Context: an optimization exercise on an open-source flow, tuned for small area and a short achievable clock period. The choices shown serve that exercise and are no tape-out recipe.
In this exercise RTL edits were held to simulation tests only and were not proved equivalent to the original.
Power figures rest on the tool's default switching activity, not on a simulated workload.

File: run.sh
#!/bin/bash
# synth_recipe.tcl (not shown) runs the flow's synth.tcl, then flattens the netlist and writes it again
# the make line also repeats each setting of config.mk as NAME=value (left out here)
make -C /OpenROAD-flow-scripts/flow DESIGN_CONFIG=/design/flow/config.mk WORK_HOME=/design/flow/orfs CLKGATE_MAP_FILE= SYNTH_SCRIPT=/design/flow/synth_recipe.tcl finish
File: config.mk
export PLATFORM = sky130hd
export DESIGN_NAME = SCP
export DESIGN_NICKNAME = SCP
export VERILOG_FILES = /design/flow/design.v
export SDC_FILE = /design/flow/constraint.sdc
export NUM_CORES = 4
export LEC_CHECK = 0
export CAP_MARGIN = 20
export CORE_MARGIN = 2
export CORE_UTILIZATION = 30
export SLEW_MARGIN = 20
File: constraint.sdc
create_clock -name core_clock -period 22.0 [get_ports {Clock}]
set_input_delay 4.4000 -clock core_clock [delete_from_list [all_inputs] [get_ports {Clock}]]
set_output_delay 4.4000 -clock core_clock [all_outputs]
set_load 0.01 [all_outputs]
File: design.v
module Adder(A, B, Result);
	parameter W = 32;
	input  [W-1:0] A, B;
	output [W-1:0] Result;
	assign Result = A + B;
endmodule
module Mux2x1(In0, In1, Select, Out);
	parameter W = 32;
	output reg[W-1:0] Out;
	input [W-1:0] In0, In1;
	input Select;
	always @(In0 or In1 or Select)
		Out = (Select) ? In1 : In0;
endmodule
module PC(clock, reset, PC_in, PC_out);
	parameter Addr_W = 32;
	input clock, reset;
	input [Addr_W-1:0] PC_in;
	output reg [Addr_W-1:0] PC_out;
	always @ (posedge clock) begin
		if(reset==1'b1)
			PC_out<=0;
		else
			PC_out<=PC_in;
	end
endmodule
module RF(clock, reset, write_enable, write_data, read_addr1, 
		   read_addr2, pc, write_addr, read_data1, read_data2);
	parameter Addr_W = 16; 
	parameter Data_W = 32;
	input  clock, reset ,write_enable;
	input  [3:0]write_addr;
	input  [3:0]read_addr1;
	input  [3:0]read_addr2;
	input  [Data_W-1:0]write_data;
	input  [Data_W-1:0]pc;
	output reg [Data_W-1:0]read_data1;
	output reg [Data_W-1:0]read_data2;
	integer k;
	reg [Data_W-1:0] register_file [Addr_W-1:0];
	always@(*) begin 
		if (read_addr1 == 4'hf) begin 
			read_data1 = pc;
		end else begin 
			read_data1 = register_file[read_addr1];
		end 
		if (read_addr2 == 4'hf) begin 
			read_data2 = pc;
		end else begin 
			read_data2 = register_file[read_addr2];
		end 	
	end 
	always@(posedge clock) begin 
		if (reset==1'b1) begin 
			for (k=0; k<16; k=k+1) begin
				register_file[k] <= 32'b0;
			end
		end else if (write_enable==1'b1) begin
			register_file[write_addr] <= write_data;
		end
	end
endmodule
module SignExtender (In, Out, ExtType);
	input [11:0] In;
	input ExtType;
	output [31:0] Out;
	wire [31:0] Ext12;
	wire [31:0] Ext8;
	assign Ext12 = {{20{1'b0}},In[11:0]};
	assign Ext8 =  {{24{1'b0}},In[7:0]};
	assign Out = (ExtType==1'b1) ? Ext12 : Ext8;  
endmodule 
module Shifter(In, ShiftType, ShiftAmount, Out);
	input  [31:0] In;
	input  ShiftType;
	input  [4:0]ShiftAmount;
	output [31:0] Out;
	assign Out = (ShiftType == 1'b1) ? (In >> ShiftAmount) : (In << ShiftAmount);
endmodule   
module ALU(A, B, ALU_Control, ALU_Out, CO, OVF, N, Z);
    parameter W = 16;
    input [W-1:0] A,B;   
    input [2:0] ALU_Control; 
    output [W-1:0] ALU_Out;  
    output CO;   
    output OVF;  
    output N;    
    output Z;    
	reg [W-1:0] ALU_Result;
	assign ALU_Out = ALU_Result;  
	reg [W:0]Carry_Out;  
	reg Overflow;  
	assign CO = Carry_Out[W];  
	assign OVF = Overflow;
	assign N = ALU_Result[W-1];
	assign Z = ~(|ALU_Result);
    always @(*)
    begin
        case(ALU_Control)
        3'b000: begin 
			ALU_Result = A + B ; 
			Overflow  = ((~A[W-1])&(~B[W-1])&ALU_Result[W-1])|(A[W-1]&B[W-1]&(~ALU_Result[W-1]));
			Carry_Out = {1'b0, A} + {1'b0, B};
			end 
        3'b001: begin 
			ALU_Result = A - B ;
			Overflow  = ((~A[W-1])&B[W-1]&ALU_Result[W-1])|((A[W-1])&(~B[W-1])&(~ALU_Result[W-1]));
			Carry_Out = ~({1'b0, A} + {1'b0, (-B)});
			end
        3'b010: begin  
			ALU_Result = B - A;
			Overflow  = ((~A[W-1])&B[W-1]&(~ALU_Result[W-1]))|((A[W-1])&(~B[W-1])&ALU_Result[W-1]);
			Carry_Out = ~({1'b0, (-A)} + {1'b0, B});
			end 
        3'b011: begin  
			ALU_Result = A & (~B); 
			Overflow = 1'b0;
			Carry_Out = {W{1'b0}};
			end 
        3'b100: begin  
			ALU_Result = A & B;
			Overflow = 1'b0;
			Carry_Out = {W{1'b0}};
			end
        3'b101: begin  
			ALU_Result = A | B;
			Overflow = 1'b0;
			Carry_Out = {W{1'b0}};
			end
        3'b110: begin  
            ALU_Result = A ^ B;
			Overflow = 1'b0;
			Carry_Out = {W{1'b0}};
			end
        3'b111: begin  
            ALU_Result = ~(A ^ B);
			Overflow = 1'b0;
			Carry_Out = {W{1'b0}};
			end
        default: begin ALU_Result = A + B ; 
		   	Overflow = 1'b0;
			Carry_Out = {W{1'b0}};
			end
        endcase
    end
endmodule
module DM(clock, reset, write_enable, write_data, addr, read_data);
	parameter Addr_W = 64; 
	parameter Data_W = 32;
	input  clock;
	input  reset;
	input  write_enable;
	input  [31:0]addr;
	input  [Data_W-1:0]write_data;
	output [Data_W-1:0]read_data;
	integer k;
	reg [Data_W-1:0] memory [Addr_W-1:0];
	assign read_data=memory[addr[7:2]];
	always@(posedge clock) begin 
		if (reset== 1'b1) begin 
			for (k=0; k<64; k=k+1) begin
				memory[k] <= 32'b0;
			end
		end else if (write_enable==1'b1) begin
			memory[addr[7:2]] <= write_data;
		end
	end 
endmodule
module Datapath(Clock, Reset, PCSrc, MemtoReg, MemWrite, ALUSrc,
				ALUControl, ImmSrc, RegWrite, Shift, RegSrc,
				Cond, Op, Funct, Rd, Flags, Result_Out,
				Inst, InstAddr);
	parameter Data_W = 32;
	parameter Addr_W = 6;
	input  Clock,Reset,MemtoReg,PCSrc, ALUSrc;  
	input  MemWrite, ImmSrc, RegWrite, Shift,RegSrc;
	input  [2:0] ALUControl;
	output [3:0] Cond;
	output [1:0] Op;
	output [5:0] Funct;
	output [3:0] Rd;
	output [3:0] Flags;
	output [31:0] Result_Out;
	input  [31:0] Inst;
	output [31:0] InstAddr;
	wire [31:0] PC_in;
	wire [31:0] PCPlus4;
	wire [31:0] PCPlus8;
	wire [31:0] Result;
	wire [31:0] PC;
	wire [3:0] RA2;
	wire [31:0] RD1;
	wire [31:0] RD2;
	wire [31:0] SRD2;
	wire [31:0] ExtImm;
	wire [31:0] ALUResult;
	wire [31:0] ALUResultS;
	wire [31:0] ReadData;
	wire [31:0] SrcB;
	assign Cond  = Inst[31:28];
	assign Op	 = Inst[27:26];
	assign Funct = Inst[25:20];
	assign Rd 	 = Inst[15:12];
	assign Result_Out = Result;
	assign InstAddr = PC;
	Mux2x1 #(.W(Data_W)) PCMux (.In0(PCPlus4), .In1(Result), .Select(PCSrc), .Out(PC_in));
	PC #(.Addr_W(32)) ProgramCounter (.clock(Clock), .reset(Reset), .PC_in(PC_in), .PC_out(PC));
	Adder #(.W(Data_W)) PC4 (.A(PC), .B(32'h4), .Result(PCPlus4));
	Adder #(.W(Data_W)) PC8 (.A(PCPlus4), .B(32'h4), .Result(PCPlus8));
	Mux2x1 #(.W(4)) RA2Mux (.In0(Inst[3:0]), .In1(Inst[15:12]), .Select(RegSrc), .Out(RA2));
	RF #(.Addr_W(16), .Data_W(Data_W)) RegisterFile ( .clock(Clock), .reset(Reset), 
								  .write_enable(RegWrite), .write_data(Result), 
								  .read_addr1(Inst[19:16]), .read_addr2(RA2), .pc(PCPlus8), 
								  .write_addr(Inst[15:12]), .read_data1(RD1), .read_data2(RD2));
	SignExtender SE1 (.In(Inst[11:0]), .Out(ExtImm), .ExtType(ImmSrc));
	Shifter SH1 (.In(RD2),.ShiftType(Inst[5]),.ShiftAmount(Inst[11:7]),.Out(SRD2));
	Mux2x1 #(.W(Data_W)) SrcBMux (.In0(SRD2), .In1(ExtImm), .Select(ALUSrc), .Out(SrcB));
	ALU #(.W(Data_W)) ALU1 (.A(RD1), .B(SrcB), .ALU_Control(ALUControl), 
							.ALU_Out(ALUResult), .CO(Flags[1]), .OVF(Flags[0]), 
							.N(Flags[3]), .Z(Flags[2]));
	Mux2x1 #(.W(Data_W)) SHMux (.In0(ALUResult), .In1(SrcB), .Select(Shift), .Out(ALUResultS));
	DM #(.Addr_W(64), .Data_W(Data_W)) DataMemory (.clock(Clock), .reset(Reset), .write_enable(MemWrite), 
													.write_data(RD2), .addr(ALUResultS), .read_data(ReadData));
	Mux2x1 #(.W(Data_W)) ResultMux (.In0(ALUResultS), .In1(ReadData), .Select(MemtoReg), .Out(Result));												
endmodule 
module Controller(Clock, Reset, Cond, Op, Funct, Rd, Flags,
				  PCSrc, MemtoReg, MemWrite, ALUSrc,
				  ImmSrc, RegWrite, Shift, RegSrc,
				  ALUControl, FlagReg);
	input  Clock;
	input  Reset;
	input [3:0] Cond;
	input [1:0] Op;
	input [5:0] Funct;
	input [3:0] Rd;
	input [3:0] Flags;
	output reg PCSrc, MemtoReg,ALUSrc;  
	output reg MemWrite, ImmSrc, RegWrite, Shift,RegSrc;
	output reg [2:0] ALUControl;
	output reg[3:0] FlagReg;
	reg ALUOp;
	reg [1:0]FlagW;
	reg NoWrite;
	always@(Op, Funct, NoWrite,Rd) begin 
		PCSrc	 = (Rd == 4'hF); 
		MemtoReg = 0; 
		ALUSrc   = 0;  
		MemWrite = 0; 
		ImmSrc 	 = 0;
		RegWrite = 0;
		RegSrc	 = 0;
		ALUOp 	 = 0;
		if (Op == 2'b00) begin 
			MemtoReg = 0;
			MemWrite = 0;
			RegWrite = ~NoWrite;
			ALUOp 	 = 1;
			if (Funct[5] == 1) begin 
				ALUSrc = 1;
				ImmSrc = 0;
			end else begin 
				RegSrc = 0;
				ALUSrc = 0;
			end 
		end else if (Op == 2'b01) begin 
			MemtoReg = 1;
			RegSrc   = 1;
			ALUOp 	 = 0;
			ALUSrc   = 1;  
			ImmSrc 	 = 1;
			if (Funct[0]==1) begin 
				MemWrite = 0;
				RegWrite = 1;
			end else begin 
				MemWrite = 1;
				RegWrite = 0;
			end
		end 
	end 
	always@(Funct, ALUOp) begin 
		ALUControl = 3'b000;
		FlagW = 2'b00;
		if (ALUOp == 0) begin 
			ALUControl = 3'b000;
			FlagW = 2'b00;
			NoWrite = 0;
			Shift = 0;
		end else begin 
			case(Funct[4:1])
				4'h0: begin  
					ALUControl = 3'b100;
					FlagW = Funct[0] ? 2'b10 : 2'b00;
					NoWrite = 0;
					Shift = 0;
				end 
				4'h2: begin  
					ALUControl = 3'b001;
					FlagW = Funct[0] ? 2'b11 : 2'b00;
					NoWrite = 0;
					Shift = 0;
				end 
				4'h4: begin  
					ALUControl = 3'b000;
					FlagW = Funct[0] ? 2'b11 : 2'b00;
					NoWrite = 0;
					Shift = 0;
				end 
				4'hA: begin  
					ALUControl = 3'b001;
					FlagW = 2'b11;
					NoWrite = 1;
					Shift = 0;
				end 
				4'hC: begin  
					ALUControl = 3'b101;
					FlagW = Funct[0] ? 2'b10 : 2'b00;
					NoWrite = 0;
					Shift = 0;
				end
				4'hD: begin 
					Shift = 1;
					NoWrite = 0;
				end
				default: begin
					ALUControl = 3'b000;
					FlagW = 2'b00;
					Shift = 0;
					NoWrite = 0;
				end 
			endcase 
		end 
	end 
	always@(posedge Clock) begin 
		if (Reset == 1'b1) begin 
			FlagReg <= 4'b0000;
		end else begin 
			if (FlagW[0] == 1'b1) begin 
				FlagReg[1:0] <= Flags[1:0];
			end 
			if (FlagW[1] == 1'b1) begin 
				FlagReg[3:2] <= Flags[3:2];
			end 
		end 
	end 
endmodule 
module SCP(Clock,Reset,Inst,InstAddr,FlagReg,Result_Out);
	input Clock,Reset;
	input [31:0] Inst;
	output [31:0] InstAddr;
	output [3:0] FlagReg;
	output [31:0] Result_Out;
	wire  Clock;
	wire  [3:0] Cond;
	wire  [1:0] Op;
	wire  [5:0] Funct;
	wire  [3:0] Rd;
	wire  [3:0] Flags;
	wire  MemtoReg,PCSrc, ALUSrc, MemWrite;  
	wire  ImmSrc, RegWrite, Shift,RegSrc;
	wire [2:0] ALUControl;
	Datapath m_Datapath(.Clock(Clock), .Reset(Reset), .PCSrc(PCSrc), .MemtoReg(MemtoReg), .MemWrite(MemWrite), 
				.ALUSrc(ALUSrc), .ALUControl(ALUControl), .ImmSrc(ImmSrc), .RegWrite(RegWrite), .Shift(Shift), 
				.RegSrc(RegSrc), .Cond(Cond), .Op(Op), .Funct(Funct), .Rd(Rd), .Flags(Flags), .Result_Out(Result_Out),
				.Inst(Inst), .InstAddr(InstAddr));
	Controller m_Controller (.Clock(Clock), .Reset(Reset), .Cond(Cond), .Op(Op), .Funct(Funct), .Rd(Rd), .Flags(Flags),
				  .PCSrc(PCSrc), .MemtoReg(MemtoReg), .MemWrite(MemWrite), .ALUSrc(ALUSrc), .Shift(Shift), 
				  .RegSrc(RegSrc), .ImmSrc(ImmSrc), .RegWrite(RegWrite),.ALUControl(ALUControl), .FlagReg(FlagReg));
endmodule	  
==> qor.txt, run 1 <==
First-iteration detailed-routing DRC count: 19000
VDD IR max: 0.00009546 V
P_leak: 53.77 nW
CTS Hold Bufs: 0
Synthesized area per cell: 11.09 sq um
Max-Cap Viols: 0
Fin crit period: 21900 ps
Core area: 0.4342 sq mm
Buffer levels on the longest clock path: 4
Die Y: 664.1 um
Combinational share of power: 0.346
Largest stage delay on the critical path: 1080 ps
R2r startpoint: m_Datapath.ProgramCounter.PC_out[2]
Cell-internal power: 9.521 mW
Post-synth ARST share: 0
Worst slew margin: 0.1008
Fin nets: 11870
Starting density of the core: 0.3011
CP startpoint kind: input pin
Resized cells post-CTS: 0
Routed Antenna Nets: 0
CP endpoint kind: primary output
Via Count: 107700
Setup Viol. Count Final: 0
Critical Path Source: Inst[27]
Synth Register Bits: 2574
Net Count, Synth: 11950
Reg2Reg Depth: 27
Fmax achieved: 0.04567 GHz
Max-slew violations: 0
Register area share after synthesis: 0.5885
TritonCTS clock tree: done
Reg2reg end: m_Datapath.DataMemory.memory[52][0]
Worst-path maximum fanout: 25
Clock power frac: 0.296
Reg2Reg Setup Slack: 8700 ps
Status: no timing/DRC/antenna violations
Synth Flop Type: edfxtp_1
Wirelength, routed: 600300 um
Post-Synth XOR/XNOR Area: 0.005953
First-pass GRT wire length: 818800 um
# H-tree levels: 5
DRC Markers: 0
Final hold vios: 0
Worst hold endpoint: m_Controller.FlagReg[0]
HP Class: reg -> reg
Post-DP HPWL: 385500 um
Synthesized area: 0.1307 sq mm
Port bufs: 97
Post-synth EDFFs: 2538
Clk sinks: 2574
Via density: 6.089
Cell Pwr Density: 105.1 mW/mm^2
Req. time, crit path: 17600 ps
Final hold slack: 521.1 ps
Distinct cells, synth: 124
Seq pwr share: 0.358
Area grow syn2layout: 14.43%
Worst path slowest cell: nor4bb_1
Row cnt: 242
Worst setup path class: in -> out
Fin crit share: 0.9952
Crit path arrival time: 17500 ps
Cells after Synth: 11790
Combinational family with the most area after synthesis: simple AND/OR/NAND/NOR gates
Horiz. Die Dim: 664.1 um
Final Power: 15.72 mW
Fin Setup TNS: 0 ps
Fillers: 43010
Pin count of the biggest net entering global routing: 86
Worst slew pin tran: 1340 ps
I/O pin count: 102
Routability congestion estimate: 1.044
Clock-pin slew on the worst setup and hold paths: 60 ps
Clk latency of the worst-skew pair: 970 ps
Hold_sp: m_Controller.FlagReg[0]
Post-CTS Setup Bufs: 0
Initial antenna violation count: 44
Die area: 0.4411 sq mm
Final instance area: 0.1496 sq mm
YS warnings: 7
DR WL/cell: 33.95 um
DR pass1 iterations: 9
Adder-cell share of the synthesized area: 0.01284
Skew final: 103.9 ps
Cells on Worst Hold Path: 2
Sw Share: 0.3943
Root Buffer: clkbuf_16
Vias in the first global route: 98370
Placed inst area: 0.1407 sq mm
Switching power total: 6.197 mW
Total gr overflow: 0
RSZ-0062 raised after global routing: no
Synth Area in Compound Gates: 0.1176
Mux cell area share after synthesis: 0.07619
CTS buffer count: 289
Simple-gate area share of the yosys netlist: 0.1584
Layout cell share with drive strength beyond 1: 0.1465
Total global-route track usage: 0.2615
worst max-delay path: cells and delay by family:
kind	cells	cell delay, ps
adder cells (fa/ha/maj)	2	840
AO/OA/AOI/OAI	9	2400
AND/OR/NAND/NOR	9	5110
buffers and inverters	6	2580
multiplexers	5	1960
state kept, by name (all words and copies together), names as in the netlist:
name	flops
m_Datapath.ProgramCounter.PC_out	32
m_Controller.FlagReg	4
m_Datapath.RegisterFile.register_file	490
m_Datapath.DataMemory.memory	2048
logic make-up (layout without fill, tap and decap cells):
group                      Yosys count  in the layout
muxes                              697            697
other                                0             22
buffers and inverters             1273           1414
xor gates and xnor gates            88             88
adders and majority gates          133            133
DFF                               2574           2574
and+or+nand+nor                   4918           4918
AOI/OAI and AO/OA                 2104           2104
cell usage in the layout (no fill, tap or decap), drive strengths merged, types with 32 or more instances in the layout:
cell type / instances
a211oi: 107
a21o: 42
a21oi: 372
a221o: 32
a221oi: 143
a22o: 45
a22oi: 176
a311oi: 49
a31oi: 112
a32oi: 98
and2: 139
and3: 59
buf: 674
clkbuf: 372
clkdlybuf4s50: 89
clkinv: 118
dfxtp: 36
edfxtp: 2538
ha: 131
inv: 148
mux2: 209
mux2i: 272
mux4: 216
nand2: 1198
nand3: 345
nand4: 97
nor2: 2697
nor3: 144
nor4: 48
o211a: 44
o211ai: 70
o21ai: 260
o221ai: 37
o22ai: 103
o2bb2ai: 42
o31ai: 49
or3: 38
xnor2: 73
area by class of cell:
class                           instances  area [sq um]  area share
Sequential cell                      2574         76930      0.5143
Multi-Input combinational cell       7940         49530      0.3310
Clock buffer                          371          7645     0.05110
Tap cell                             5734          7174     0.04796
Timing Repair Buffer                  764          6660     0.04452
Clock inverter                        141          1086    0.007260
Inverter                              138         523.0    0.003496
Antenna cell                           22         55.05   0.0003680
how the worst max path moves through the flow:
| stage | endpoint |
|---|---|
| 2_1_floorplan | Result_Out[21] |
| 3_3_place_gp | Result_Out[0] |
| 6_report | Result_Out[0] |
| 3_5_place_dp | Result_Out[0] |
| 4_1_cts | Result_Out[0] |
| 5_1_grt | Result_Out[0] |
metrics by stage:
stage          setup WS [ps]  utilization  cells
2_1_floorplan           4703            -  11790
6_report               104.8       0.3445  17680
3_5_place_dp            1025       0.3239  17140
3_3_place_gp            1047       0.3238  17140
5_1_grt                147.3       0.3444  17670
4_1_cts                983.2       0.3441  17660
synth_stat cells, types with 24 or more instances:
cell type  number  share of area
a211o_1        24         0.0016
a211oi_1      105         0.0060
a21o_1         42         0.0024
a21oi_1       372          0.014
a221o_1        32         0.0025
a221oi_1      141         0.0094
a22o_1         45         0.0030
a22oi_1       176          0.010
a311oi_1       49         0.0033
a31oi_1       112         0.0054
a32oi_1        98         0.0066
and2_1        138         0.0066
and3_1         59         0.0028
and4_1         25         0.0017
buf_1          76         0.0022
buf_2         252         0.0096
buf_4          37         0.0021
clkbuf_1      760          0.022
dfxtp_1        36         0.0055
edfxtp_1     2538           0.58
ha_1          131          0.013
inv_1         134         0.0038
mux2_2        206          0.018
mux2i_1       270          0.021
mux4_2        216          0.037
nand2_1      1197          0.034
nand2b_1       31         0.0015
nand3_1       343          0.013
nand4_1        94         0.0045
nor2_1       2695          0.077
nor3_1        141         0.0054
nor4_1         44         0.0021
o211a_1        44         0.0034
o211ai_1       68         0.0039
o21a_1         24         0.0014
o21ai_0       250         0.0096
o221ai_1       37         0.0025
o22ai_1       102         0.0049
o2bb2ai_1      42         0.0028
o31ai_1        46         0.0026
or3_1          38         0.0018
xnor2_1        72         0.0048
per-layer routing:
metal	global-route usage	wire, um
met5	0.004992	628
met4	0.1740	49370
met3	0.09301	90160
met2	0.3689	245200
met1	0.3355	215000
power groups by stage:
stage / clock network, mW / logic, mW / registers (mW)
detailed placement: 0 / 5.09 / 5.73
finish: 4.66 / 5.43 / 5.63
global placement: 0 / 5.09 / 5.72
floorplan: 0 / 2.40 / 5.71
CTS: 4.64 / 5.11 / 5.63
global route: 4.82 / 5.38 / 5.64
==> run 2: changes to the inputs <==
==> design.v (replaced) <==
module SCP(Clock,Reset,Inst,InstAddr,FlagReg,Result_Out);
	input Clock,Reset;
	input [31:0] Inst;
	output [31:0] InstAddr;
	output reg [3:0] FlagReg;
	output [31:0] Result_Out;
	wire [1:0] Op  = Inst[27:26];
	wire       I   = Inst[25];
	wire [3:0] cmd = Inst[24:21];
	wire       S   = Inst[20];
	wire [3:0] Rn  = Inst[19:16];
	wire [3:0] Rd  = Inst[15:12];
	wire [3:0] Rm  = Inst[3:0];
	reg  [31:0] PC;
	reg  [32*15-1:0] rf;    
	reg  [32*64-1:0] dm;    
	assign InstAddr = PC;
	wire [29:0] pc_hi4 = PC[31:2] + 30'd1;
	wire [29:0] pc_hi8 = PC[31:2] + 30'd2;
	wire [31:0] PCPlus4 = {pc_hi4, PC[1:0]};
	wire [31:0] PCPlus8 = {pc_hi8, PC[1:0]};
	wire        is_mem = (Op == 2'b01);
	wire [3:0]  ra2    = is_mem ? Rd : Rm;
	wire [15:0] oh1    = 16'd1 << Rn;
	wire [15:0] oh2    = 16'd1 << ra2;
	reg [31:0] RD1, RD2;
	integer k;
	always @(*) begin
		RD1 = PCPlus8 & {32{oh1[15]}};
		RD2 = PCPlus8 & {32{oh2[15]}};
		for (k = 0; k < 15; k = k + 1) begin
			RD1 = RD1 | (rf[32*k +: 32] & {32{oh1[k]}});
			RD2 = RD2 | (rf[32*k +: 32] & {32{oh2[k]}});
		end
	end
	wire [7:0]  addr8 = RD1[7:0] + Inst[7:0];
	wire [5:0]  widx  = addr8[7:2];
	wire [63:0] ohm   = 64'd1 << widx;
	reg  [31:0] ReadData;
	always @(*) begin
		ReadData = 32'd0;
		for (k = 0; k < 64; k = k + 1)
			ReadData = ReadData | (dm[32*k +: 32] & {32{ohm[k]}});
	end
	wire [31:0] SRD2 = Inst[5] ? (RD2 >> Inst[11:7]) : (RD2 << Inst[11:7]);
	wire        dp   = (Op == 2'b00);
	wire [31:0] B    = (dp & I) ? {24'd0, Inst[7:0]} : SRD2;
	wire        sub  = dp & ((cmd == 4'h2) | (cmd == 4'hA));
	wire [31:0] Bx   = B ^ {32{sub}};
	wire [32:0] sum  = {1'b0, RD1} + {1'b0, Bx} + {32'd0, sub};
	reg [31:0] alu;
	always @(*) begin
		if (dp && cmd == 4'h0)      alu = RD1 & B;
		else if (dp && cmd == 4'hC) alu = RD1 | B;
		else if (dp && cmd == 4'hD) alu = B;
		else                        alu = sum[31:0];
	end
	wire [31:0] Result = is_mem ? ReadData : alu;
	assign Result_Out = Result;
	wire logic_op = (cmd == 4'h0) | (cmd == 4'hC);
	wire arith_op = (cmd == 4'h2) | (cmd == 4'h4);
	wire we_nz = dp & ((S & (logic_op | arith_op)) | (cmd == 4'hA));
	wire we_cv = dp & ((S & arith_op) | (cmd == 4'hA));
	wire fN = alu[31];
	wire fZ = ~(|alu);
	wire fC = sub ? (~sum[32] | ~(|B)) : sum[32];
	wire fV = (RD1[31] == Bx[31]) & (sum[31] != RD1[31]);
	always @(posedge Clock) begin
		if (Reset) FlagReg <= 4'd0;
		else begin
			if (we_nz) FlagReg[3:2] <= {fN, fZ};
			if (we_cv) FlagReg[1:0] <= {fC, fV};
		end
	end
	wire pc_wr  = (Rd == 4'hF);
	always @(posedge Clock) begin
		if (Reset) PC <= 32'd0;
		else       PC <= pc_wr ? Result : PCPlus4;
	end
	wire reg_we = (dp & (cmd != 4'hA)) | (is_mem & S);
	wire mem_we = is_mem & ~S;
	wire [15:0] ohd = 16'd1 << Rd;
	wire [31:0] rf_wd = Reset ? 32'd0 : Result;
	wire [31:0] dm_wd = Reset ? 32'd0 : RD2;
	genvar g;
	generate
		for (g = 0; g < 15; g = g + 1) begin : regs
			always @(posedge Clock)
				if (Reset | (reg_we & ohd[g])) rf[32*g +: 32] <= rf_wd;
		end
		for (g = 0; g < 64; g = g + 1) begin : mem
			always @(posedge Clock)
				if (Reset | (mem_we & ohm[g])) dm[32*g +: 32] <= dm_wd;
		end
	endgenerate
endmodule
--- a/config.mk
+++ b/config.mk
@@ -5,7 +5,9 @@
 export SDC_FILE = /design/flow/constraint.sdc
 export NUM_CORES = 4
 export LEC_CHECK = 0
+export ABC_AREA = 1
 export CAP_MARGIN = 20
 export CORE_MARGIN = 2
-export CORE_UTILIZATION = 30
+export CORE_UTILIZATION = 55
+export SETUP_SLACK_MARGIN = 5
 export SLEW_MARGIN = 20
==> qor.txt, run 2 <==
Post-synth top cells: edfxtp_1, nand2_1, nor2_1
Final hold vios: 0 (unchanged)
Cell Pwr Density: 113.7 mW/mm^2 (+8.2%)
Count leader, synth: edfxtp_1
Routed Antenna Nets: 0 (unchanged)
Largest stage delay on the critical path: 730 ps (-350 ps)
CTS buffer count: 283 (-2.1%)
Starting density of the core: 0.5541 (+0.2530)
Max-Cap Viols: 0 (unchanged)
Via Count: 89260 (-17%)
Cells after Synth: 9601 (-19%)
HP Class: reg -> reg
Die area: 0.2052 sq mm (-53%)
YS warnings: 1 (-6)
Via density: 6.966 (+14%)
Setup Viol. Count Final: 0 (unchanged)
First-pass GRT wire length: 693800 um (-15%)
Worst setup path class: in -> out
Max FFs per register: 2048 (unchanged)
Initial antenna violation count: 42 (-4.5%)
Fin nets: 10030 (-16%)
Synth Flop Type: edfxtp_1
Post-DP HPWL: 321600 um (-17%)
Worst-path maximum fanout: 27 (+8.0%)
CP endpoint kind: primary output
Area grow syn2layout: 14.64%
Pin count of the biggest net entering global routing: 69 (-20%)
Fmax achieved: 0.05806 GHz (+27%)
Buffer levels on the longest clock path: 4 (unchanged)
VDD IR max: 0.00009962 V (+4.4%)
Crit path arrival time: 12820 ps (-4680 ps)
Total gr overflow: 0 (unchanged)
Synthesized area per cell: 11.55 sq um (+4.1%)
Status: no timing/DRC/antenna violations
P_leak: 48.44 nW (-9.9%)
Max-slew violations: 0 (unchanged)
Clock-pin slew on the worst setup and hold paths: 60 ps (about the same)
Fin crit share: 0.7829 (-0.2124)
Worst slew pin tran: 1269 ps (-71.23 ps)
Net Count, Synth: 9675 (-19%)
I/O pin count: 102 (unchanged)
# H-tree levels: 5 (unchanged)
Fin Setup TNS: 0 ps (unchanged)
Layout cell share with drive strength beyond 1: 0.1151 (-0.03137)
Register area share after synthesis: 0.6913 (+0.1028)
Post-synth EDFFs: 2528 (-0.39%)
Final Power: 14.45 mW (-8.1%)
Distinct cells, synth: 74 (-40%)
Post-synth ARST share: 0 (unchanged)
Synth Register Bits: 2564 (-0.39%)
Routability congestion estimate: 1.058 (+1.3%)
TritonCTS clock tree: done
Commonest non-fill, non-tap cell in the layout: edfxtp_1
Vias in the first global route: 81070 (-18%)
Most frequent cells in the layout: edfxtp_1, nand2_1, nor2_1
Root Buffer: clkbuf_16
Die Y: 452.9 um (-32%)
Req. time, crit path: 17600 ps (about the same)
Fin crit period: 17220 ps (-4672 ps)
Total global-route track usage: 0.5059 (+0.2444)
Worst slew margin: 0.1511 (+0.05034)
Most common cell on crit path: nand2_1
First-iteration detailed-routing DRC count: 17970 (-5.4%)
Wirelength, routed: 526700 um (-12%)
DRC Markers: 0 (unchanged)
RSZ-0062 raised after global routing: yes
CP startpoint kind: input pin
Worst path slowest cell: clkdlybuf4s50_1
Synthesized area: 0.1109 sq mm (-15%)
DR pass1 iterations: 9 (unchanged)
Horiz. Die Dim: 452.9 um (-32%)
Largest Register: dm
Clk sinks: 2564 (-0.39%)
Port bufs: 97 (unchanged)
Core area: 0.2001 sq mm (-54%)
Clk latency of the worst-skew pair: 960 ps (about the same)
Top flop regs: dm (2048), rf (480), PC (32)
Row cnt: 164 (-32%)
Top cells by area, synth: edfxtp_1, nand2_1, nand4_1
Area leader, netlist: edfxtp_1
Final hold slack: 470.7 ps (-50.30 ps)
Synth top area share: 0.6848 (+0.1018)
Skew final: 74.75 ps (-29.15 ps)
DR WL/cell: 41.11 um (+21%)
Final Util: 0.6352 (+0.2907)
## run 2: changes by cell type after synthesis, moves of 127 or more
| cell | delta |
|---|---|
| nand2_1 | +1194 |
| mux2i_1 | -267 |
| clkbuf_1 | -635 |
| o21ai_0 | +134 |
| inv_1 | +556 |
| nor2_1 | -1915 |
| nand4_1 | +400 |
| nand3_1 | +156 |
| mux2_2 | -205 |
| mux4_2 | -216 |
| a21oi_1 | -127 |
## run 2: cell type report
type,count,area (sq um)
antenna,18,45.04
clock buffer,341,7458
clock inverter,127,1018
fill,15690,72980
inverter,784,3212
multi-input combinational,5838,30860
sequential,2564,76630
tap,2656,3323
timing repair buffer,486,4531
## run 2: path summary, 6_finish.rpt
check,from,endpoint,slack (ps),cells after the start
max reg2reg,PC[4],FlagReg[2],13230,49
min,FlagReg[1],FlagReg[1],470,2
max,Inst[18],Result_Out[2],4780,30
min reg2reg,FlagReg[1],FlagReg[1],470,2
## run 2: what timing repair did
item,in CTS,in global routing
hold buffers,0,0
buffers inserted,14,35
hold endpoints to repair,0,0
resized for setup,175,102
gates cloned,5,4
setup endpoints to repair,32,31
pin swaps,6,19
## run 2: report_power, final
| group | leakage, nW | total (mW) | switching, mW | internal (mW) |
|---|---|---|---|---|
| logic | 18.1 | 3.33 | 2.65 | 0.680 |
| registers | 26.2 | 6.60 | 0.235 | 6.37 |
| clock network | 4.15 | 4.52 | 1.92 | 2.59 |
## run 2: critical path: cells and delay by family
kind            cells  cell delay [ps]
xor+xnor            1              460
compound gates      1              340
fa+ha+maj           1              570
buf+inv             9             3150
simple gates       18             3800
## run 2: through the flow
step	cell area (sq um)	setup WS, ps	cells
after floorplan	110900	8589	9601
after global placement	116700	3126	12260
after detailed placement	116900	3052	12270
after CTS	126300	4912	12760
after global routing	127000	4929	12800
final	127100	4777	12810
## run 2: kinds of logic (layout without fill, tap and decap cells)
kind of cell / count (synthesis) / count (layout) / share of synthesized area
AOI/OAI and AO/OA: 1337 / 1337 / 0.07772
xor gates and xnor gates: 78 / 78 / 0.006738
adders and majority gates: 40 / 40 / 0.004583
buffers and inverters: 1200 / 1738 / 0.04652
DFF: 2564 / 2564 / 0.6913
muxes: 4 / 4 / 0.0003725
other: 0 / 18 / 0
and+or+nand+nor: 4378 / 4379 / 0.1728
## run 2: metal layers
metal,share of wire,global-route usage,routed length [um],vias to the layer above
li1,-,-,-,35170
met1,0.31,0.6069,163900,43040
met2,0.42,0.7333,221800,8566
met3,0.15,0.1659,81030,2457
met4,0.11,0.4429,59720,32
met5,0.00046,0,241,-
==> run 3: changes to the inputs <==
==> config.mk (replaced) <==
export PLATFORM = sky130hd
export DESIGN_NAME = SCP
export DESIGN_NICKNAME = SCP
export VERILOG_FILES = /design/flow/design.v
export SDC_FILE = /design/flow/constraint.sdc
export NUM_CORES = 4
export LEC_CHECK = 0
export CAP_MARGIN = 20
export CORE_MARGIN = 2
export CORE_UTILIZATION = 30
export SLEW_MARGIN = 20
==> qor.txt, run 3 <==
Final Util: 0.3474 (-0.2878)
DR pass1 iterations: 9 (unchanged)
Count leader, synth: edfxtp_1
Clk sinks: 2564 (unchanged)
Adder-cell share of the synthesized area: 0.004758 (+0.0001754)
Row cnt: 219 (+34%)
Post-CTS Setup Bufs: 0 (-14)
RSZ-0062 raised after global routing: no
Max FFs per register: 2048 (unchanged)
Pin count of the biggest net entering global routing: 66 (-4.3%)
Combinational share of power: 0.239 (+0.009)
Cell total after placement: 11810 (-3.8%)
Synth Flop Type: edfxtp_1
Via Count: 79190 (-11%)
Simple-gate area share of the yosys netlist: 0.07093 (-0.1018)
Via density: 6.474 (-7.1%)
First-iteration detailed-routing DRC count: 17260 (-4.0%)
I/O pin count: 102 (unchanged)
Switching power total: 4.636 mW (-3.6%)
Worst setup path class: in -> out
Root Buffer: clkbuf_16
Final Power: 13.95 mW (-3.4%)
Largest stage delay on the critical path: 1010 ps (+280 ps)
Setup Viol. Count Final: 0 (unchanged)
Cells after Synth: 7075 (-26%)
Synthesized area per cell: 15.09 sq um (+31%)
Resized cells post-CTS: 0 (-100%)
Core area: 0.3551 sq mm (+78%)
Cell-internal power: 9.319 mW (-3.4%)
Mux cell area share after synthesis: 0.01343 (+0.01306)
Register area share after synthesis: 0.7178 (+0.02646)
CP startpoint kind: input pin
P_leak: 40.90 nW (-16%)
Status: no timing/DRC/antenna violations
Sw Share: 0.3322 (-0.0005053)
HP Class: reg -> reg
Dpl ws: 2241 ps (-811.3 ps)
TritonCTS clock tree: done
VDD IR max: 0.00008327 V (-16%)
Post-synth top cells: edfxtp_1, a22oi_1, clkbuf_1
Commonest non-fill, non-tap cell in the layout: edfxtp_1
Synthesized area: 0.1068 sq mm (-3.7%)
Worst slew margin: 0.1206 (-0.03046)
Largest Register: dm
DRC Markers: 0 (unchanged)
Clock-pin slew on the worst setup and hold paths: 50 ps (about the same)
Fin crit period: 20390 ps (+3168 ps)
Fin nets: 7368 (-27%)
# H-tree levels: 4 (-1)
Fmax achieved: 0.04904 GHz (-16%)
Worst slew pin tran: 1309 ps (+40.42 ps)
Worst-path maximum fanout: 29 (+7.4%)
Vias in the first global route: 73190 (-9.7%)
Final instance area: 0.1234 sq mm (-2.9%)
CTS buffer count: 236 (-17%)
Max-slew violations: 0 (unchanged)
Req. time, crit path: 17600 ps (about the same)
Finished Layout Cells: 12230 (-4.5%)
Total global-route track usage: 0.2563 (-0.2496)
Port bufs: 97 (unchanged)
Synth Area in Compound Gates: 0.1637 (+0.08596)
Starting density of the core: 0.3007 (-0.2534)
Seq pwr share: 0.472 (+0.015)
Die area: 0.3607 sq mm (+76%)
CTS Hold Bufs: 0 (unchanged)
Top flop regs: dm (2048), rf (480), PC (32)
Routability congestion estimate: 0.9827 (-7.1%)
Post-synth ARST share: 0 (unchanged)
Most frequent cells in the layout: edfxtp_1, a22oi_1, buf_4
Cell Pwr Density: 113.1 mW/mm^2 (-0.51%)
Slack of the critical path: 1609 ps (-3168 ps)
Top cells by area, synth: edfxtp_1, a22oi_1, a221oi_1
Synth Register Bits: 2564 (unchanged)
Buffer levels on the longest clock path: 4 (unchanged)
Wirelength, routed: 483900 um (-8.1%)
Clock power frac: 0.290 (-0.023)
Fin Setup TNS: 0 ps (unchanged)
Crit path arrival time: 15990 ps (+3170 ps)
Total gr overflow: 0 (unchanged)
First-pass GRT wire length: 642800 um (-7.4%)
Max-Cap Viols: 0 (unchanged)
Skew final: 104.2 ps (+29.48 ps)
Net Count, Synth: 7149 (-26%)
Post-DP HPWL: 293000 um (-8.9%)
Synth top area share: 0.7110 (+0.02621)
Final hold vios: 0 (unchanged)
Placed inst area: 0.1160 sq mm (-0.76%)
Fillers: 33810 (+120%)
Distinct cells, synth: 112 (+51%)
DR WL/cell: 39.56 um (-3.8%)
Routed Antenna Nets: 0 (unchanged)
Horiz. Die Dim: 600.6 um (+33%)
Area leader, netlist: edfxtp_1
Post-synth EDFFs: 2528 (unchanged)
Worst path slowest cell: clkdlybuf4s50_1
Die Y: 600.6 um (+33%)
Post-Synth XOR/XNOR Area: 0.008496 (+0.001758)
Final hold slack: 476.6 ps (+5.818 ps)
Combinational family with the most area after synthesis: compound AO/OA/AOI/OAI gates
Initial antenna violation count: 30 (-29%)
CP endpoint kind: primary output
Layout cell share with drive strength beyond 1: 0.1405 (+0.02545)
Fin crit share: 0.9269 (+0.1440)
Area grow syn2layout: 15.54%
Clk latency of the worst-skew pair: 940 ps (-20 ps)
YS warnings: 1 (unchanged)
## run 3: cell count changes in the layout (fill, tap and decap cells not counted), sizes merged, moves of 81 or more
cell    delta
a221oi   +193
o21ai    -277
nor2     -508
a21o     +100
nand3    -341
inv      -709
a22o     +210
a222oi   +142
a22oi    +403
nand2   -2135
nor3      +81
nand4    -295
## run 3: critical path: cells and delay by family
family          cells  cell delay [ps]
simple gates        7             2950
xor+xnor            2              370
fa+ha+maj           1              470
compound gates     17             4740
mux                 1              600
buf+inv             4             2350
## run 3: final cells by class
type / count / area (sq um) / area share
sequential: 2564 / 76630 / 0.6212
clock inverter: 113 / 1045 / 0.008469
inverter: 57 / 214.0 / 0.001734
clock buffer: 302 / 6226 / 0.05047
antenna: 10 / 25.02 / 0.0002029
tap: 4751 / 5944 / 0.04819
timing repair buffer: 467 / 3750 / 0.03040
multi-input combinational: 3968 / 29520 / 0.2393
## run 3: kinds of logic (layout without fill, tap and decap cells)
| family | after synthesis | in the layout |
|---|---|---|
| mux | 110 | 110 |
| simple gates | 1446 | 1446 |
| flops | 2564 | 2564 |
| compound gates | 2270 | 2270 |
| other cells | 0 | 10 |
| buf+inv | 543 | 939 |
| fa+ha+maj | 40 | 40 |
| xor+xnor | 102 | 102 |
## run 3: metal layers
| metal | track usage | part of all wire | vias to the layer above |
|---|---|---|---|
| met5 | 0 | 0.00017 | - |
| met4 | 0.1486 | 0.071 | 12 |
| met3 | 0.08207 | 0.15 | 1489 |
| met2 | 0.3789 | 0.43 | 7350 |
| met1 | 0.3294 | 0.35 | 40270 |
| li1 | - | - | 30070 |
## run 3: power groups by stage
stage | registers [mW] | clock network (mW) | logic, mW
global placement | 6.64 | 0 | 3.11
floorplan | 6.59 | 0 | 1.34
finish | 6.58 | 4.04 | 3.33
CTS | 6.57 | 4.01 | 3.15
global route | 6.64 | 4.21 | 3.31
detailed placement | 6.67 | 0 | 3.14
## run 3: final timing paths
path | startpoint | endpoint | slack [ps] | cells after the start
setup / recovery | Inst[27] | Result_Out[24] | 1610 | 32
hold / removal | FlagReg[1] | FlagReg[1] | 480 | 2
setup reg to reg | PC[4] | rf[370] | 10440 | 29
hold reg to reg | FlagReg[1] | FlagReg[1] | 480 | 2
==> run 4: changes to the inputs <==
--- a/design.v
+++ b/design.v
@@ -23,25 +23,32 @@
 	wire [3:0]  ra2    = is_mem ? Rd : Rm;
 	wire [15:0] oh1    = 16'd1 << Rn;
 	wire [15:0] oh2    = 16'd1 << ra2;
-	reg [31:0] RD1, RD2;
-	integer k;
-	always @(*) begin
-		RD1 = PCPlus8 & {32{oh1[15]}};
-		RD2 = PCPlus8 & {32{oh2[15]}};
-		for (k = 0; k < 15; k = k + 1) begin
-			RD1 = RD1 | (rf[32*k +: 32] & {32{oh1[k]}});
-			RD2 = RD2 | (rf[32*k +: 32] & {32{oh2[k]}});
+	wire [31:0] RD1, RD2;
+	genvar b, w;
+	generate
+		for (b = 0; b < 32; b = b + 1) begin : rdp
+			wire [15:0] col;
+			for (w = 0; w < 15; w = w + 1) begin : c
+				assign col[w] = rf[32*w + b];
+			end
+			assign col[15] = PCPlus8[b];
+			assign RD1[b] = |(col & oh1);
+			assign RD2[b] = |(col & oh2);
 		end
-	end
+	endgenerate
 	wire [7:0]  addr8 = RD1[7:0] + Inst[7:0];
 	wire [5:0]  widx  = addr8[7:2];
 	wire [63:0] ohm   = 64'd1 << widx;
-	reg  [31:0] ReadData;
-	always @(*) begin
-		ReadData = 32'd0;
-		for (k = 0; k < 64; k = k + 1)
-			ReadData = ReadData | (dm[32*k +: 32] & {32{ohm[k]}});
-	end
+	wire [31:0] ReadData;
+	generate
+		for (b = 0; b < 32; b = b + 1) begin : rdm
+			wire [63:0] col;
+			for (w = 0; w < 64; w = w + 1) begin : c
+				assign col[w] = dm[32*w + b];
+			end
+			assign ReadData[b] = |(col & ohm);
+		end
+	endgenerate
 	wire [31:0] SRD2 = Inst[5] ? (RD2 >> Inst[11:7]) : (RD2 << Inst[11:7]);
 	wire        dp   = (Op == 2'b00);
 	wire [31:0] B    = (dp & I) ? {24'd0, Inst[7:0]} : SRD2;
==> flow/run.sh (new file) <==
#!/bin/bash
# Standard ORFS layout, with timing repair aimed well below the clock period.
set -euo pipefail
bash standard.sh SETUP_SLACK_MARGIN=7 finish > standard_flow.log 2>&1
==> standard.sh (new file) <==
#!/bin/bash
# synth_recipe.tcl (not shown) runs the flow's synth.tcl, then flattens the netlist and writes it again
# the make line also repeats each setting of config.mk as NAME=value (left out here)
make -C /OpenROAD-flow-scripts/flow DESIGN_CONFIG=/design/flow/config.mk WORK_HOME=/design/flow/orfs CLKGATE_MAP_FILE= SYNTH_SCRIPT=/design/flow/synth_recipe.tcl "${@:-finish}"
--- a/config.mk
+++ b/config.mk
@@ -5,7 +5,9 @@
 export SDC_FILE = /design/flow/constraint.sdc
 export NUM_CORES = 4
 export LEC_CHECK = 0
+export ABC_AREA = 1
 export CAP_MARGIN = 20
 export CORE_MARGIN = 2
-export CORE_UTILIZATION = 30
+export CORE_UTILIZATION = 45
+export CTS_BUF_LIST = sky130_fd_sc_hd__clkbuf_4 sky130_fd_sc_hd__clkbuf_8
 export SLEW_MARGIN = 20
removed: run.sh
==> qor.txt, run 4 <==
Total gr overflow: 0 (unchanged)
Worst-path maximum fanout: 21 (-28%)
Area leader, netlist: edfxtp_1
Placed inst area: 0.1159 sq mm (about the same)
Synthesized area per cell: 11.87 sq um (-21%)
Horiz. Die Dim: 495.5 um (-18%)
Distinct cells, synth: 71 (-37%)
CP endpoint kind: primary output
Crit path arrival time: 10660 ps (-5330 ps)
Cell total after placement: 12320 (+4.3%)
Via Count: 86370 (+9.1%)
Cell Pwr Density: 112.3 mW/mm^2 (-0.72%)
Row cnt: 180 (-18%)
# H-tree levels: 5 (+1)
TritonCTS clock tree: done
RSZ-0062 raised after global routing: yes
Synth Register Bits: 2564 (unchanged)
Die area: 0.2455 sq mm (-32%)
Fmax achieved: 0.06639 GHz (+35%)
Final hold slack: 472.1 ps (-4.474 ps)
Initial antenna violation count: 27 (-10%)
DR WL/cell: 37.06 um (-6.3%)
Net Count, Synth: 9233 (+29%)
P_leak: 49.06 nW (+20%)
Top flop regs: dm (2048), rf (480), PC (32)
Post-synth ARST share: 0 (unchanged)
DRC Markers: 0 (unchanged)
Req. time, crit path: 17600 ps (about the same)
Final hold vios: 0 (unchanged)
Count leader, synth: edfxtp_1
Die Y: 495.5 um (-18%)
Final instance area: 0.1308 sq mm (+6.0%)
YS warnings: 1 (unchanged)
First-pass GRT wire length: 659600 um (+2.6%)
Synth Flop Type: edfxtp_1
Fin crit share: 0.6846 (-0.2422)
Starting density of the core: 0.4523 (+0.1516)
Skew final: 129.1 ps (+24.91 ps)
CTS buffer count: 422 (+79%)
First-iteration detailed-routing DRC count: 14820 (-14%)
Pin count of the biggest net entering global routing: 71 (+7.6%)
Vias in the first global route: 79330 (+8.4%)
Worst setup path class: in -> out
Top cells by area, synth: edfxtp_1, nand2_1, a22oi_1
Worst slew margin: 0.1749 (+0.05422)
CP startpoint kind: input pin
Core area: 0.2403 sq mm (-32%)
Clk sinks: 2564 (unchanged)
VDD IR max: 0.00007507 V (-9.8%)
Worst path slowest cell: nor3_4
Commonest non-fill, non-tap cell in the layout: edfxtp_1
DR pass1 iterations: 12 (+3)
Total global-route track usage: 0.3961 (+0.1398)
Synthesized area: 0.1087 sq mm (+1.8%)
Largest stage delay on the critical path: 700 ps (-310 ps)
Status: no timing/DRC/antenna violations
Max FFs per register: 2048 (unchanged)
Routability congestion estimate: 0.9858 (+0.32%)
Post-synth EDFFs: 2528 (unchanged)
Reg2Reg Setup Slack: 13550 ps (+3110 ps)
Buffer levels on the longest clock path: 4 (unchanged)
Max-Cap Viols: 0 (unchanged)
Post-DP HPWL: 298600 um (+1.9%)
Port bufs: 97 (unchanged)
Finished Layout Cells: 13400 (+9.5%)
Most frequent cells in the layout: edfxtp_1, nand2_1, buf_4
Fin Setup TNS: 0 ps (unchanged)
Setup Viol. Count Final: 0 (unchanged)
Clock-pin slew on the worst setup and hold paths: 90 ps (+40 ps)
Largest Register: dm
I/O pin count: 102 (unchanged)
Final Util: 0.5443 (+0.1969)
Root Buffer: clkbuf_8
Fin crit period: 15060 ps (-5329 ps)
Clk latency of the worst-skew pair: 1170 ps (+230 ps)
Most common cell on crit path: inv_1
Area grow syn2layout: 20.34%
Fin nets: 9976 (+35%)
Post-synth top cells: edfxtp_1, nand2_1, nor2_1
Synth top area share: 0.6985 (-0.01255)
Routed Antenna Nets: 0 (unchanged)
Max-slew violations: 0 (unchanged)
Layout cell share with drive strength beyond 1: 0.2027 (+0.06217)
Wirelength, routed: 496400 um (+2.6%)
Register area share after synthesis: 0.7051 (-0.01267)
HP Class: reg -> reg
Worst slew pin tran: 1233 ps (-75.82 ps)
Via density: 6.448 (-0.41%)
Cells after Synth: 9159 (+29%)
## run 4: cell families after synthesis
| family | share of synthesized area |
|---|---|
| AND/OR/NAND/NOR | 0.1654 |
| flip-flops | 0.7051 |
| AO/OA/AOI/OAI | 0.08160 |
| buffers and inverters | 0.03650 |
| XOR/XNOR | 0.006504 |
| adder cells (fa/ha/maj) | 0.004674 |
| multiplexers | 0.0001842 |
## run 4: through the flow
| step | setup slack (ps) | total power, mW |
|---|---|---|
| 4_1_cts | 6837 | 14.32 |
| 3_3_place_gp | 2806 | 9.837 |
| 6_report | 6938 | 14.69 |
| 3_5_place_dp | 2784 | 9.896 |
| 2_1_floorplan | 8368 | 8.029 |
| 5_1_grt | 6801 | 14.95 |
## run 4: where the power goes
| group | internal, mW | total [mW] | leakage, nW | switching [mW] |
|---|---|---|---|---|
| logic | 1.01 | 4.01 | 18.8 | 3.00 |
| registers | 6.42 | 6.66 | 26.2 | 0.244 |
| clock network | 2.10 | 4.02 | 4.10 | 1.92 |
## run 4: what timing repair did
action	CTS	global route
pin swaps	164	124
resized for setup	776	285
gates cloned	27	3
setup endpoints to repair	32	32
hold buffers	0	0
buffers inserted	230	84
## run 4: final cells by class
class,count,area [sq um]
fill,20100,109500
sequential,2564,76630
multi-input combinational,5641,32430
timing repair buffer,762,7885
clock buffer,586,7096
tap,3185,3985
inverter,508,2033
clock inverter,118,628.1
antenna,28,70.07
timing repair inverter,3,36.28
## run 4: final timing paths
kind | startpoint | endpoint | cells after the start
setup / recovery | Inst[16] | Result_Out[10] | 26
hold / removal | FlagReg[0] | FlagReg[0] | 2
setup reg to reg | PC[3] | rf[382] | 42
hold reg to reg | FlagReg[0] | FlagReg[0] | 2
## run 4: critical path: cells and delay by family
kind                       cells  cell delay, ps
buffers and inverters          9            1950
and+or+nand+nor               14            3230
AOI/OAI and AO/OA              2             590
adders and majority gates      1             430
## run 4: layer usage
layer | track usage | part of all wire
met4 | 0.2914 | 0.091
met2 | 0.5750 | 0.42
met1 | 0.5013 | 0.34
met5 | 0 | 0.00040
met3 | 0.1209 | 0.14
==> run 5: changes to the inputs <==
==> flow/run.sh (replaced) <==
#!/bin/bash
# Standard ORFS layout, with timing repair aimed well below the clock period.
set -euo pipefail
bash standard.sh SETUP_SLACK_MARGIN=9 finish > standard_flow.log 2>&1
==> qor.txt, run 5 <==
Worst path slowest cell: ha_4
Total gr overflow: 0 (unchanged)
Req. time, crit path: 17600 ps (about the same)
Wirelength, routed: 494400 um (-0.41%)
Largest Register: dm
First-iteration detailed-routing DRC count: 15190 (+2.5%)
Cells on Worst Hold Path: 2 (unchanged)
Max-Cap Viols: 0 (unchanged)
I/O pin count: 102 (unchanged)
Finished Layout Cells: 13630 (+1.7%)
Fin Setup TNS: 0 ps (unchanged)
YS warnings: 1 (unchanged)
P_leak: 50.93 nW (+3.8%)
Hold_sp: FlagReg[0]
Most frequent cells in the layout: edfxtp_1, nand2_1, buf_4
Reg2reg end: rf[404]
Horiz. Die Dim: 495.5 um (unchanged)
Cells after Synth: 9159 (unchanged)
CP startpoint kind: input pin
Distinct cells, synth: 71 (unchanged)
Die area: 0.2455 sq mm (unchanged)
Routed Antenna Nets: 0 (unchanged)
Cell family with most CP delay: simple AND/OR/NAND/NOR gates
WP buf/inv: 11 (+2)
Worst slew margin: 0.1546 (-0.02024)
Reg2Reg Depth: 46 (+9.5%)
Synthesized area: 0.1087 sq mm (unchanged)
VDD IR max: 0.00007101 V (-5.4%)
First-pass GRT wire length: 660800 um (+0.19%)
Post-synth ARST share: 0 (unchanged)
Combinational family with the most area after synthesis: simple AND/OR/NAND/NOR gates
Final Util: 0.5614 (+0.01715)
Pin count of the biggest net entering global routing: 65 (-8.5%)
Vias in the first global route: 81040 (+2.2%)
Worst hold endpoint: FlagReg[0]
Cell total after placement: 12320 (+0.032%)
Post-synth top cells: edfxtp_1, nand2_1, nor2_1
DRC Markers: 0 (unchanged)
Reg2Reg Setup Slack: 13620 ps (+70 ps)
Buffer levels on the longest clock path: 4 (unchanged)
Via density: 6.426 (-0.33%)
Net Count, Synth: 9233 (unchanged)
Status: no timing/DRC/antenna violations
Final hold slack: 465.6 ps (-6.455 ps)
Setup Viol. Count Final: 0 (unchanged)
Worst slew pin tran: 1263 ps (+30.24 ps)
Count leader, synth: edfxtp_1
Mux cell area share after synthesis: 0.0001842 (unchanged)
Register area share after synthesis: 0.7051 (unchanged)
Fmax achieved: 0.06718 GHz (+1.2%)
Die Y: 495.5 um (unchanged)
Area leader, netlist: edfxtp_1
Row cnt: 180 (unchanged)
Core area: 0.2403 sq mm (unchanged)
Skew final: 136.3 ps (+7.200 ps)
DR pass1 iterations: 9 (-3)
Post-synth EDFFs: 2528 (unchanged)
Synth Flop Type: edfxtp_1
CP endpoint kind: primary output
Clk latency of the worst-skew pair: 1160 ps (about the same)
Largest stage delay on the critical path: 350 ps (-350 ps)
Starting density of the core: 0.4523 (unchanged)
Layout cell share with drive strength beyond 1: 0.2422 (+0.03952)
Total global-route track usage: 0.3943 (-0.001769)
Synth Area in Compound Gates: 0.08160 (unchanged)
Commonest non-fill, non-tap cell in the layout: edfxtp_1
Most common cell on crit path: nand2_1
Post-DP HPWL: 290100 um (-2.8%)
Max-slew violations: 0 (unchanged)
Fin crit share: 0.6766 (-0.008019)
Clock-pin slew on the worst setup and hold paths: 50 ps (-40 ps)
HP Class: reg -> reg
Initial antenna violation count: 20 (-26%)
Via Count: 87580 (+1.4%)
Cell Pwr Density: 112.0 mW/mm^2 (-0.30%)
DR WL/cell: 36.27 um (-2.1%)
Root Buffer: clkbuf_8
TritonCTS clock tree: done
Simple-gate area share of the yosys netlist: 0.1654 (unchanged)
Synthesized area per cell: 11.87 sq um (unchanged)
Synth Register Bits: 2564 (unchanged)
R2r startpoint: PC[3]
CTS buffer count: 425 (+0.71%)
Max FFs per register: 2048 (unchanged)
Area taken by multi-input logic gates: 0.03394 sq mm (+4.7%)
Area grow syn2layout: 24.13%
RSZ-0062 raised after global routing: yes
Fin nets: 10190 (+2.1%)
Fin crit period: 14890 ps (-176.4 ps)
Routability congestion estimate: 0.9861 (about the same)
Top cells by area, synth: edfxtp_1, nand2_1, a22oi_1
FF+latch area: 0.07663 sq mm (unchanged)
Post-Synth XOR/XNOR Area: 0.006504 (unchanged)
Adder-cell share of the synthesized area: 0.004674 (unchanged)
Worst-path maximum fanout: 23 (+9.5%)
Synth top area share: 0.6985 (unchanged)
Clk sinks: 2564 (unchanged)
Top flop regs: dm (2048), rf (480), PC (32)
Final hold vios: 0 (unchanged)
Port bufs: 97 (unchanged)
# H-tree levels: 5 (unchanged)
Fillers: 19800 (-1.5%)
Crit path arrival time: 10490 ps (-170 ps)
Worst setup path class: in -> out
run 5: cell counts after synthesis:
No cell type changed its count.
run 5: routing by layer:
layer	share of wire	up-vias	wire length, um	global-route usage
met3	0.14	1732	69340	0.1114
met1	0.34	43060	168900	0.5001
met5	0.00023	-	115	0
met2	0.43	7443	211400	0.5799
met4	0.090	10	44600	0.2858
li1	-	35340	-	-
run 5: worst min-delay path, stage by stage, from the launching register on:
cell and delay [ps]:
dfxtp_1 310, nand2_1 60, a21oi_1 50
run 5: worst max path at each step:
stage / end / slack, ps / depth (start not counted) / from
final: Result_Out[28] / 7110 / 45 / Inst[14]
after global routing: Result_Out[17] / 6910 / 39 / Inst[27]
after CTS: Result_Out[28] / 7160 / 45 / Inst[27]
after detailed placement: Result_Out[15] / 2970 / 34 / Inst[19]
after global placement: Result_Out[15] / 2940 / 34 / Inst[19]
after floorplan: Result_Out[24] / 8740 / 43 / Inst[27]
run 5: cell type report:
type	count	area share
diodes	15	0.0002782
clock buffers	565	0.05147
clock inverters	177	0.006742
inverters	508	0.01521
multi-input cells	5642	0.2515
flip-flops and latches	2564	0.5680
well taps	3185	0.02954
repair buffers	969	0.07700
repair inverters	3	0.0002133
run 5: per-stage QoR:
| step | total power [mW] | setup WS (ps) | cell area [sq um] |
|---|---|---|---|
| CTS | 14.67 | 7163 | 132600 |
| global placement | 9.868 | 2936 | 116000 |
| global route | 15.40 | 6910 | 134900 |
| detailed placement | 9.928 | 2972 | 116000 |
| finish | 15.11 | 7114 | 134900 |
| floorplan | 8.044 | 8737 | 108800 |
run 5: kinds of logic (layout without fill, tap and decap cells):
group,after synthesis,count (layout)
fa+ha+maj,40,40
simple gates,4193,4200
other cells,0,15
flops,2564,2564
mux,2,2
buf+inv,960,2222
xor+xnor,79,79
compound gates,1321,1321
run 5: power breakdown:
part	internal [mW]	switching, mW
Clock	2.10	1.93
Combinational	1.24	3.17
Sequential	6.42	0.247
run 5: what timing repair did:
action	CTS	global route
endpoints found under the setup margin	503	32
cloned	40	4
hold buffers	0	0
pin swaps	280	213
gates resized for setup	1199	374
setup buffers	404	101
==> run 6: changes to the inputs <==
--- a/design.v
+++ b/design.v
@@ -20,11 +20,11 @@
 	wire [31:0] PCPlus4 = {pc_hi4, PC[1:0]};
 	wire [31:0] PCPlus8 = {pc_hi8, PC[1:0]};
 	wire        is_mem = (Op == 2'b01);
-	wire [3:0]  ra2    = is_mem ? Rd : Rm;
 	wire [15:0] oh1    = 16'd1 << Rn;
-	wire [15:0] oh2    = 16'd1 << ra2;
-	wire [31:0] RD1, RD2;
-	genvar b, w;
+	wire [15:0] oh2    = 16'd1 << Rm;
+	wire [15:0] ohd    = 16'd1 << Rd;
+	wire [31:0] RD1, RD2, RD3;
+	genvar b, w, k2;
 	generate
 		for (b = 0; b < 32; b = b + 1) begin : rdp
 			wire [15:0] col;
@@ -34,19 +34,26 @@
 			assign col[15] = PCPlus8[b];
 			assign RD1[b] = |(col & oh1);
 			assign RD2[b] = |(col & oh2);
+			assign RD3[b] = |(col & ohd);
 		end
 	endgenerate
 	wire [7:0]  addr8 = RD1[7:0] + Inst[7:0];
 	wire [5:0]  widx  = addr8[7:2];
 	wire [63:0] ohm   = 64'd1 << widx;
+	wire [7:0]  ohl   = 8'd1 << widx[2:0];
+	wire [7:0]  ohh   = 8'd1 << widx[5:3];
 	wire [31:0] ReadData;
 	generate
 		for (b = 0; b < 32; b = b + 1) begin : rdm
-			wire [63:0] col;
-			for (w = 0; w < 64; w = w + 1) begin : c
-				assign col[w] = dm[32*w + b];
+			wire [7:0] grp;
+			for (w = 0; w < 8; w = w + 1) begin : g
+				wire [7:0] col;
+				for (k2 = 0; k2 < 8; k2 = k2 + 1) begin : c
+					assign col[k2] = dm[32*(8*w + k2) + b];
+				end
+				assign grp[w] = |(col & ohl);
 			end
-			assign ReadData[b] = |(col & ohm);
+			assign ReadData[b] = |(grp & ohh);
 		end
 	endgenerate
 	wire [31:0] SRD2 = Inst[5] ? (RD2 >> Inst[11:7]) : (RD2 << Inst[11:7]);
@@ -86,9 +93,8 @@
 	end
 	wire reg_we = (dp & (cmd != 4'hA)) | (is_mem & S);
 	wire mem_we = is_mem & ~S;
-	wire [15:0] ohd = 16'd1 << Rd;
 	wire [31:0] rf_wd = Reset ? 32'd0 : Result;
-	wire [31:0] dm_wd = Reset ? 32'd0 : RD2;
+	wire [31:0] dm_wd = Reset ? 32'd0 : RD3;
 	genvar g;
 	generate
 		for (g = 0; g < 15; g = g + 1) begin : regs
==> flow/run.sh (replaced) <==
#!/bin/bash
# Standard ORFS layout, with timing repair aimed well below the clock period.
set -euo pipefail
bash standard.sh SETUP_SLACK_MARGIN=8 finish > standard_flow.log 2>&1
==> qor.txt, run 6 <==
Top flop regs: dm (2048), rf (480), PC (32)
FF+latch area: 0.07663 sq mm (unchanged)
Pin count of the biggest net entering global routing: 66 (+1.5%)
I/O pin count: 102 (unchanged)
Worst slew margin: 0.1274 (-0.02722)
Total gr overflow: 0 (unchanged)
Status: no timing/DRC/antenna violations
Die Y: 503.8 um (+1.7%)
Fin crit share: 0.6532 (-0.02342)
Cell-internal power: 9.973 mW (+2.2%)
Seq pwr share: 0.406 (-0.035)
First-iteration detailed-routing DRC count: 15560 (+2.5%)
Setup Viol. Count Final: 0 (unchanged)
Max-Cap Viols: 0 (unchanged)
Commonest non-fill, non-tap cell in the layout: edfxtp_1
Most frequent cells in the layout: edfxtp_1, nand2_1, nand4_1
Final Power: 15.95 mW (+5.6%)
CP startpoint kind: input pin
Worst slew pin tran: 1307 ps (+44.06 ps)
Wirelength, routed: 502300 um (+1.6%)
Area grow syn2layout: 22.48%
Area leader, netlist: edfxtp_1
Worst path slowest cell: nor2_4
DR pass1 iterations: 10 (+1)
HP Class: reg -> reg
Core area: 0.2484 sq mm (+3.4%)
Starting density of the core: 0.4525 (about the same)
Net Count, Synth: 9769 (+5.8%)
Layout cell share with drive strength beyond 1: 0.2194 (-0.02283)
Post-synth top cells: nand2_1, edfxtp_1, nand4_1
CP endpoint kind: primary output
Largest Register: dm
Dpl ws: 3825 ps (+852.7 ps)
Final hold vios: 0 (unchanged)
Fin crit period: 14370 ps (-515.3 ps)
Cells after Synth: 9695 (+5.9%)
Fmax achieved: 0.06959 GHz (+3.6%)
Post-synth ARST share: 0 (unchanged)
Area taken by multi-input logic gates: 0.03656 sq mm (+7.7%)
Fin Setup TNS: 0 ps (unchanged)
DR WL/cell: 35.63 um (-1.8%)
Distinct cells, synth: 77 (+8.5%)
Crit path arrival time: 9970 ps (-520 ps)
Via density: 6.475 (+0.75%)
Fin nets: 10510 (+3.2%)
VDD IR max: 0.00006372 V (-10%)
Largest stage delay on the critical path: 390 ps (+40 ps)
RSZ-0062 raised after global routing: yes
Max FFs per register: 2048 (unchanged)
Routed Antenna Nets: 0 (unchanged)
Cell Pwr Density: 115.9 mW/mm^2 (+3.5%)
Count leader, synth: nand2_1
Max-slew violations: 0 (unchanged)
Req. time, crit path: 17600 ps (about the same)
Post-DP HPWL: 274700 um (-5.3%)
Vias in the first global route: 84140 (+3.8%)
Total global-route track usage: 0.3834 (-0.01087)
Synthesized area: 0.1124 sq mm (+3.4%)
CTS buffer count: 426 (+0.24%)
Top cells by area, synth: edfxtp_1, nand2_1, nand4_1
Clk latency of the worst-skew pair: 1160 ps (about the same)
Routability congestion estimate: 1.022 (+3.7%)
Row cnt: 183 (+1.7%)
Worst setup path class: in -> out
Synthesized area per cell: 11.59 sq um (-2.3%)
Port bufs: 97 (unchanged)
P_leak: 51.28 nW (+0.68%)
Root Buffer: clkbuf_8
Clk sinks: 2564 (unchanged)
Skew final: 151.6 ps (+15.30 ps)
Synth top area share: 0.6753 (-0.02316)
Sw Share: 0.3748 (+0.02068)
Via Count: 91260 (+4.2%)
CTS Hold Bufs: 0 (unchanged)
Horiz. Die Dim: 503.8 um (+1.7%)
Register area share after synthesis: 0.6817 (-0.02338)
Initial antenna violation count: 26 (+30%)
Post-synth EDFFs: 2528 (unchanged)
Die area: 0.2538 sq mm (+3.4%)
Combinational share of power: 0.341 (+0.049)
First-pass GRT wire length: 678800 um (+2.7%)
Synth Register Bits: 2564 (unchanged)
YS warnings: 1 (unchanged)
Slack of the critical path: 7630 ps (+515.3 ps)
Switching power total: 5.980 mW (+12%)
Fillers: 20520 (+3.6%)
Synth Flop Type: edfxtp_1
Worst-path maximum fanout: 40 (+74%)
# H-tree levels: 5 (unchanged)
Clock power frac: 0.253 (-0.013)
Buffer levels on the longest clock path: 4 (unchanged)
Clock-pin slew on the worst setup and hold paths: 50 ps (about the same)
TritonCTS clock tree: done
DRC Markers: 0 (unchanged)
[run 6: cell types whose count changed in the layout (fill, tap and decap cells not counted), sizes merged, moves of 24 or more]
cell     change
a22oi      -435
nor2       -214
o2111ai     +24
nand4       +97
nand3       -63
nand2      +189
a21oi      +121
a22o       +185
inv         +58
o22ai      +123
o21ai      +209
buf        -141
a221oi     +202
o31ai       -25
[run 6: critical path, delay by kind of cell]
kind / cells / cell delay (ps)
simple gates: 16 / 2720
fa+ha+maj: 1 / 260
compound gates: 3 / 690
buf+inv: 12 / 1630
[run 6: what timing repair did]
| item | in CTS | in global routing |
|---|---|---|
| gates cloned | 63 | 9 |
| pin swaps | 258 | 132 |
| setup endpoints to repair | 32 | 32 |
| resized for setup | 1342 | 264 |
| setup buffers | 295 | 76 |
[run 6: worst paths after layout]
check / start / end / slack [ps] / depth (start not counted)
min: FlagReg[1] / FlagReg[1] / 460 / 2
max reg2reg: PC[3] / FlagReg[2] / 13990 / 39
max: Inst[16] / Result_Out[21] / 7630 / 32
min reg2reg: FlagReg[1] / FlagReg[1] / 460 / 2
[run 6: routing by layer]
metal	vias to the layer above	share of wire	wire (um)	global-route usage
met1	44900	0.35	177200	0.4909
met3	1705	0.14	69880	0.1183
met5	-	0.00026	131	0
li1	37340	-	-	-
met2	7305	0.42	211800	0.5544
met4	18	0.086	43220	0.2701
[run 6: cells by family after synthesis]
logic type / share of synthesized area
AND/OR/NAND/NOR: 0.1605
flip-flops: 0.6817
multiplexers: 0.0001781
XOR/XNOR: 0.005298
AO/OA/AOI/OAI: 0.1041
adder cells (fa/ha/maj): 0.004519
buffers and inverters: 0.04372
[run 6: metrics by stage]
step	std cells	utilization	hold WS, ps	instance area [sq um]
after floorplan	9695	-	487.5	112400
after global placement	12890	0.4784	455.5	118900
after detailed placement	12890	0.4786	455.5	118900
after CTS	13990	0.5465	464.0	135800
after global routing	14070	0.5540	514.8	137600
final	14100	0.5542	463.7	137700
[run 6: layout make-up]
class,count,share of cell area
Inverter,555,0.01718
Sequential cell,2564,0.5566
Multi-Input combinational cell,6026,0.2655
Timing Repair inverter,19,0.001281
Antenna cell,22,0.0003999
Timing Repair Buffer,842,0.07162
Tap cell,3330,0.03026
Clock buffer,560,0.05016
Clock inverter,177,0.006961
[run 6: power by group through the flow]
stage,registers (mW),clock network (mW),logic (mW)
floorplan,6.52,0,1.95
global placement,6.53,0,3.82
detailed placement,6.56,0,3.84
CTS,6.46,4.04,5.05
global route,6.53,4.26,5.53
finish,6.48,4.04,5.44

-- static timing again, ports no longer ideal --
In the flow no input, the clock included, has a driving cell. The finished layouts below were timed again as built, in two steps. Step 1: set_driving_cell puts a clkbuf_16 on Clock and a buf_2 on each other input, an assumption about the parent block. Step 2 also shifts input and output timing later by t, the mid clock arrival at the registers, as if the neighbouring blocks saw the same clock. a / b / c = no drivers / after step 1 / after step 2; a / b = the first two.
run	t (ns)	setup WS [ns]
run 1	1.036	0.105 / 0.071 / 0.071
run 2	1.022	4.777 / 4.754 / 4.754
run 3	0.982	1.609 / 1.579 / 1.579
run 4	1.198	6.938 / 6.916 / 6.916
run 5	1.176	7.114 / 6.998 / 6.998
run 6	1.180	7.630 / 7.486 / 7.486
After both steps every run listed still meets setup and hold.
